Background: an optimization exercise with open tools, aiming at small area. Do not read the settings as production practice. At most, simulation tests tie the RTL to the original design; equivalence was not proved.

## Sobel
module Sobel(
	clk, rst,
	valid_in,
	data_in,
	valid_sob,
	mor,
	the
    );
Size: about 1300 flip-flops, ~24 I/O pins.
Settings: LEC_CHECK=0, ABC_AREA=1, CAP_MARGIN=20, CORE_MARGIN=2, CORE_UTILIZATION=80, CTS_BUF_LIST=sky130_fd_sc_hd__clkbuf_8, CTS_CLUSTER_DIAMETER=60, CTS_CLUSTER_SIZE=18, GPL_TIMING_DRIVEN=0, SLEW_MARGIN=20; clock period 7.0 ns.
standard.sh (not shown) runs the stock make flow with config.mk's settings and CLKGATE_MAP_FILE= SYNTH_SCRIPT=/design/flow/synth_recipe.tcl, a recipe that flattens the netlist after the stock synthesis.
==> flow/flow/run.sh <==
#!/bin/bash
# The standard layout (standard.sh), with one change: Yosys does not
# extract full adders (ADDER_MAP_FILE empty), so ABC maps the adders.
set -euo pipefail
bash standard.sh ADDER_MAP_FILE= finish > standard.log 2>&1
The first run stopped in global routing on GRT-0232.
==> next run, changes <==
Settings changed: CORE_UTILIZATION 80 to 70.
Outcome: Now the flow completed with no timing, DRC or antenna violations. Synthesized area is unchanged. Synthesized cell count is unchanged.


== lane 1 ==
Sobel, a different RTL version from the one above (not shown whole).
Size: about 1300 flip-flops, ~24 I/O pins.
==> flow/config.mk <==
export PLATFORM = sky130hd
export DESIGN_NAME = Sobel
export DESIGN_NICKNAME = Sobel
export VERILOG_FILES = /design/flow/design.v
export SDC_FILE = /design/flow/constraint.sdc
export NUM_CORES = 4
export LEC_CHECK = 0
export ABC_AREA = 1
export CAP_MARGIN = 20
export CORE_MARGIN = 2
export CORE_UTILIZATION = 40
export SLEW_MARGIN = 20
==> flow/constraint.sdc <==
create_clock -name core_clock -period 7.0 [get_ports {clk}]
set_input_delay 1.4000 -clock core_clock [delete_from_list [all_inputs] [get_ports {clk}]]
set_output_delay 1.4000 -clock core_clock [all_outputs]
set_load 0.01 [all_outputs]
Scripts as last shown in full above: flow/flow/run.sh
Finished, but not clean: lane 1, with setup timing.
Input-level comparison between lane 2 and lane 1:
- CTS_BUF_LIST now sky130_fd_sc_hd__clkbuf_4, previously not set
Results
- From the logs: lane 2 reached the end of the flow and failed the layout checks with setup timing.
- Looking at start point of the critical path, the cor.step[14].p.r.q_r[37] result is from lane 2; the cor.step[14].p.r.q_r[36] one comes from lane 1.
- In the final reports, the cell area of lane 2 is smaller than that of lane 1.
- From lane 1 to lane 2 the numbers moved as follows: via count rose by 1006, final routed wire length divided by cell count fell by 0.34 um.
- Global-route wire length before repair ended up 3300 um higher on lane 2 than on lane 1.
No run of this note included a check of the RTL's function; only the layout flow was run.


main:
The RTL this note starts from:
==> flow/design.v <==
`timescale 1ns / 1ps
module Sobel(
	clk, rst,
	valid_in,
	data_in,
	valid_sob,
	mor,
	the
    );
parameter WIDE = 64,
          HIGN = 64,
          DW = 8;
input clk, rst;
input valid_in;
input [DW-1:0] data_in;
output reg valid_sob;
output [DW-1:0] mor;
output [3:0] the;
localparam [15:0] REGS = 16'hd554;
localparam integer NREG = 0 + REGS[0]+REGS[1]+REGS[2]+REGS[3]+REGS[4]+REGS[5]+REGS[6]+REGS[7]
                + REGS[8]+REGS[9]+REGS[10]+REGS[11]+REGS[12]+REGS[13]+REGS[14]+REGS[15];
localparam LAT = WIDE + NREG - 1;
wire [DW-1:0] tap_r1, tap_r1m, tap_r2;
Line_buff #(.NUM(2*WIDE), .DW(DW)) lb(
	.clk(clk),
	.data_in(data_in),
	.tap_a(tap_r1),     
	.tap_b(tap_r1m),    
	.tap_c(tap_r2)      
	);
reg [5:0] col, row;
always @(posedge clk or negedge rst)
	if(!rst) begin
		col <= 6'd0;
		row <= 6'd0;
	end else if(valid_in) begin
		col <= col + 1'b1;
		if(col == WIDE-1)
			row <= row + 1'b1;
	end
wire inner = valid_in && (row >= 2) && (col != 0) && (col != WIDE-1);
wire [DW-1:0] gx = inner ? tap_r1 - tap_r1m : {DW{1'b0}};
wire [DW-1:0] gy = inner ? tap_r2 - data_in : {DW{1'b0}};
Cordic_top #(.REGS(REGS)) cor(
	.clk(clk),
	.gx(gx),
	.gy(gy),
	.mag(mor),
	.bin(the)
	);
reg [6:0] since_end;
wire frame_end = valid_in && (row == HIGN-1) && (col == WIDE-1);
always @(posedge clk or negedge rst)
	if(!rst)
		since_end <= 7'h7f;
	else if(frame_end)
		since_end <= 7'd1;
	else if(since_end != 7'h7f)
		since_end <= since_end + 1'b1;
wire valid_lat = (valid_in && ({row, col} >= LAT)) || (since_end <= LAT);
always @(posedge clk or negedge rst)
	if(!rst)
		valid_sob <= 1'b0;
	else
		valid_sob <= valid_lat;
endmodule
`timescale 1ns / 1ps
module Line_buff(
	clk,
	data_in,
	tap_a,
	tap_b,
	tap_c
    );
parameter NUM = 128,
          DW = 8;
input clk;
input [DW-1:0] data_in;
output [DW-1:0] tap_a, tap_b, tap_c;
reg [DW-1:0] sr[1:NUM];
integer i;
always @(posedge clk) begin
	sr[1] <= data_in;
	for(i = 2; i <= NUM; i = i + 1)
		sr[i] <= sr[i-1];
end
assign tap_a = sr[NUM/2-1];
assign tap_b = sr[NUM/2+1];
assign tap_c = sr[NUM];
endmodule
`timescale 1ns / 1ps
module Cordic_top(
	clk,
	gx, gy,
	mag, bin
    );
parameter [15:0] REGS = 16'hd554;
parameter KW = 15;
input clk;
input [7:0] gx, gy;
output [7:0] mag;
output [3:0] bin;
wire sx = gx[7], sy = gy[7];
wire [7:0] ax = add8(gx ^ {8{sx}}, 8'd0, sx);
wire [7:0] ay = add8(gy ^ {8{sy}}, 8'd0, sy);
wire [8:0] dd = add9({1'b0, ax}, {1'b0, ~ay}, 1'b1);
wire fl = ~dd[8];                      
wire [7:0] x0 = add8(ax, ay, 1'b0);    
wire [7:0] y0 = add8(dd[7:0] ^ {8{~fl}}, 8'd0, ~fl);
wire xy0 = ~|{ax, ay} | (ax[7] & ay[7]);
wire [19:0] xw[0:14], yw[0:14];
wire [8:0]  sw[0:14];
wire [3:0]  fw[0:14];    
Cordic_pipe #(.W(53), .EN(REGS[0])) p0(.clk(clk),
	.d({{x0, 12'b0}, {y0, 12'b0}, 9'b0, fl, sx, sy, xy0}),
	.q({xw[0], yw[0], sw[0], fw[0]}));
genvar n;
generate
for(n = 1; n <= 14; n = n + 1) begin : step
	wire [19:0] xo, yo;
	wire [8:0] so;
	wire [3:0] fo;
	wire sgn;    
	if(n < KW) begin : std
		Cordic_ir_unit #(.N(n)) u(
			.in_x(xw[n-1]), .in_y(yw[n-1]),
			.out_x(xo), .out_y(yo));
		assign sgn = yw[n-1][19];
	end else begin : mag
		wire [19:0] v;
		if(n == KW)
			assign v = {yw[n-1][19], yw[n-1][18:0] ^ {19{yw[n-1][19]}}};
		else
			assign v = yw[n-1];
		Cordic_core #(.N(n)) u(
			.in_x(xw[n-1]), .in_v(v),
			.out_x(xo), .out_v(yo));
		assign sgn = v[19];
	end
	if(n <= 9)
		assign so = {sw[n-1][7:0], ~sgn};
	else
		assign so = sw[n-1];
	if(n == 9) begin : binning
		Cordic_post bp(.sig(so), .flags(fw[n-1]), .bin(fo));
	end else begin : keep
		assign fo = fw[n-1];
	end
	Cordic_pipe #(.W(53), .EN(REGS[n])) p(.clk(clk),
		.d({xo, yo, so, fo}), .q({xw[n], yw[n], sw[n], fw[n]}));
end
endgenerate
wire [7:0] m;
Coridc_pre sc(.x(xw[14]), .mag(m));
Cordic_pipe #(.W(12), .EN(REGS[15])) po(.clk(clk),
	.d({m, fw[14]}), .q({mag, bin}));
function [7:0] add8;
	input [7:0] a, b;
	input ci;
	integer i;
	reg c;
	begin
		c = ci;
		for(i = 0; i < 8; i = i + 1) begin
			add8[i] = a[i] ^ b[i] ^ c;
			c = (a[i] & b[i]) | (a[i] & c) | (b[i] & c);
		end
	end
endfunction
function [8:0] add9;
	input [8:0] a, b;
	input ci;
	integer i;
	reg c;
	begin
		c = ci;
		for(i = 0; i < 9; i = i + 1) begin
			add9[i] = a[i] ^ b[i] ^ c;
			c = (a[i] & b[i]) | (a[i] & c) | (b[i] & c);
		end
	end
endfunction
endmodule
module Cordic_pipe(clk, d, q);
parameter W = 1, EN = 1;
input clk;
input [W-1:0] d;
output [W-1:0] q;
generate
if(EN) begin : r
	reg [W-1:0] q_r;
	always @(posedge clk)
		q_r <= d;
	assign q = q_r;
end else begin : w
	assign q = d;
end
endgenerate
endmodule
`timescale 1ns / 1ps
module Coridc_pre(x, mag);
input [19:0] x;
output [7:0] mag;
wire s = x[19];
wire [19:0] t1 = x >> 1;
wire [19:0] t2 = x >> 3;
wire [19:0] t3 = ~(x >> 6);
wire [19:0] t4 = ~(x >> 9);
wire [19:0] k = (s ? 20'h9b800 : 20'h0) + 20'd2;
wire [19:0] u = t1 ^ t2 ^ t3;
wire [19:0] v = {(t1[18:0] & t2[18:0]) | (t1[18:0] & t3[18:0]) | (t2[18:0] & t3[18:0]), 1'b0};
wire [19:0] p = u ^ v ^ t4;
wire [19:0] q = {(u[18:0] & v[18:0]) | (u[18:0] & t4[18:0]) | (v[18:0] & t4[18:0]), 1'b0};
wire [19:0] r = p ^ q ^ k;
wire [19:0] c = {(p[18:0] & q[18:0]) | (p[18:0] & k[18:0]) | (q[18:0] & k[18:0]), 1'b0};
wire [19:0] x3 = add20(r, c);
wire [7:0] h = x3[19:12];
wire lt = x3[11:0] < {3'b0, x3[19], h};
assign mag = lt ? add8(h, 8'hff, 1'b0) : h;
function [19:0] add20;
	input [19:0] a, b;
	integer i;
	reg c;
	begin
		c = 1'b0;
		for(i = 0; i < 20; i = i + 1) begin
			add20[i] = a[i] ^ b[i] ^ c;
			c = (a[i] & b[i]) | (a[i] & c) | (b[i] & c);
		end
	end
endfunction
function [7:0] add8;
	input [7:0] a, b;
	input ci;
	integer i;
	reg c;
	begin
		c = ci;
		for(i = 0; i < 8; i = i + 1) begin
			add8[i] = a[i] ^ b[i] ^ c;
			c = (a[i] & b[i]) | (a[i] & c) | (b[i] & c);
		end
	end
endfunction
endmodule
`timescale 1ns / 1ps
module Cordic_core(
	in_x, in_v,
	out_x, out_v
    );
parameter N = 5;
input [19:0] in_x, in_v;
output [19:0] out_x, out_v;
wire s = in_v[19];
wire [19:0] w = {1'b0, in_v[18:0]};
wire [19:0] dx = $signed(in_x) >>> N;
assign out_x = add_c(in_x, w >> N, s);
wire [19:0] d = add_c(w, ~dx, 1'b1);
assign out_v = {s ^ d[19], d[18:0] ^ {19{d[19]}}};
function [19:0] add_c;
	input [19:0] a, b;
	input ci;
	integer i;
	reg c;
	begin
		c = ci;
		for(i = 0; i < 20; i = i + 1) begin
			add_c[i] = a[i] ^ b[i] ^ c;
			c = (a[i] & b[i]) | (a[i] & c) | (b[i] & c);
		end
	end
endfunction
endmodule
`timescale 1ns / 1ps
module Cordic_ir_unit(
	in_x, in_y,
	out_x, out_y
    );
parameter N = 1;
input [19:0] in_x, in_y;
output [19:0] out_x, out_y;
wire neg = in_y[19];
wire [19:0] dx = $signed(in_x) >>> N;
wire [19:0] dy = $signed(in_y) >>> N;
assign out_x = add_c(in_x, dy ^ {20{neg}}, neg);
assign out_y = add_c(in_y, dx ^ {20{~neg}}, ~neg);
function [19:0] add_c;
	input [19:0] a, b;
	input ci;
	integer i;
	reg c;
	begin
		c = ci;
		for(i = 0; i < 20; i = i + 1) begin
			add_c[i] = a[i] ^ b[i] ^ c;
			c = (a[i] & b[i]) | (a[i] & c) | (b[i] & c);
		end
	end
endfunction
endmodule
`timescale 1ns / 1ps
module Cordic_post(sig, flags, bin);
input [8:0] sig;
input [3:0] flags;       
output [3:0] bin;
wire fl = flags[3], sx = flags[2], sy = flags[1], xy0 = flags[0];
wire [2:0] base =
	xy0               ? {1'b0, sx, 1'b0} :
	(sig[8] & sig[7]) ? 3'd4 :
	(sig >= 9'b011000110) ? 3'd2 :
	(sig >= 9'b001011111) ? 3'd1 : 3'd0;
wire [3:0] v1 = fl ? 4'd4 - base : {1'b0, base};
wire [3:0] v2 = sx ? 4'd8 - v1 : v1;
assign bin = sy ? 4'd0 - v2 : v2;
endmodule
export LEC_CHECK = 0
export ABC_AREA = 1
export CAP_MARGIN = 20
export CORE_MARGIN = 2
export CORE_UTILIZATION = 70
export SLEW_MARGIN = 20
create_clock -name core_clock -period 7.0 [get_ports {clk}]
Scripts as last shown in full above: flow/flow/run.sh
In main the implementation completed, yet the final layout does not meet the checks, the culprit being negative setup slack.
Changes in the feature branch relative to main:
Settings: putting GPL_TIMING_DRIVEN at 0 where nothing was set; putting CTS_BUF_LIST at sky130_fd_sc_hd__clkbuf_8 where nothing was set; putting CTS_CLUSTER_SIZE at 18 where nothing was set; putting CTS_CLUSTER_DIAMETER at 60 where nothing was set.
[summary]
The feature branch went all the way through the flow, and no timing, DRC or antenna check failed. Total instance count after detailed placement | the feature branch below main. Of main and the feature branch, the run reporting the lower growth of design area from synthesis to finish was the feature branch. The feature branch vs main, proportion of layout cells with a drive suffix above 1 went down by 3.3 points. Taking main as the reference, in the feature branch fraction of area in clock buffers and inverters went down, final core utilization went down, multi-input gate share of total cell area went up, final cell area excluding filler cells went down, time the final worst path needs with I/O delays and setup went down.
No functional check of the RTL was part of any run of this note.

static timing again, ports no longer ideal:
No port has a modelled driver above. Below, the same layouts with a new extraction and two added sets of constraints. Step 1, drivers: a clkbuf_16 drives clk and a buf_2 each remaining input, both assumed. Step 2 times the ports against the registers' clock, not the clock port: input delays grow and output delays shrink by t, the midpoint of the rising clock arrivals with the driver on. Slacks: no drivers / after step 1 / after step 2; pairs: no drivers / after step 1.
run	t, ns	slack for setup (ns)	worst hold slack (ns)	slew at the worst register clock pin (ns)
the second run of note 1	0.785	0.202 / 0.239 / -0.547	0.288 / 0.288 / 0.288	0.11 / 0.11
lane 1	0.758	-0.072 / -0.140 / -0.516	0.309 / 0.309 / 0.309	0.07 / 0.07
lane 2	1.122	-0.448 / -0.513 / -0.669	0.255 / 0.255 / 0.255	0.08 / 0.08
main	0.752	-0.353 / -0.353 / -0.436	0.282 / 0.282 / 0.282	0.08 / 0.08
the feature branch	0.785	0.341 / 0.381 / -0.404	0.306 / 0.306 / 0.306	0.11 / 0.11
Met with ideal ports but missed after step 2: setup timing in the second run of note 1 and the feature branch. For the second run of note 1, which loses most, drivers alone change the setup slack by +0.037 ns; drivers and shift together by -0.749 ns.
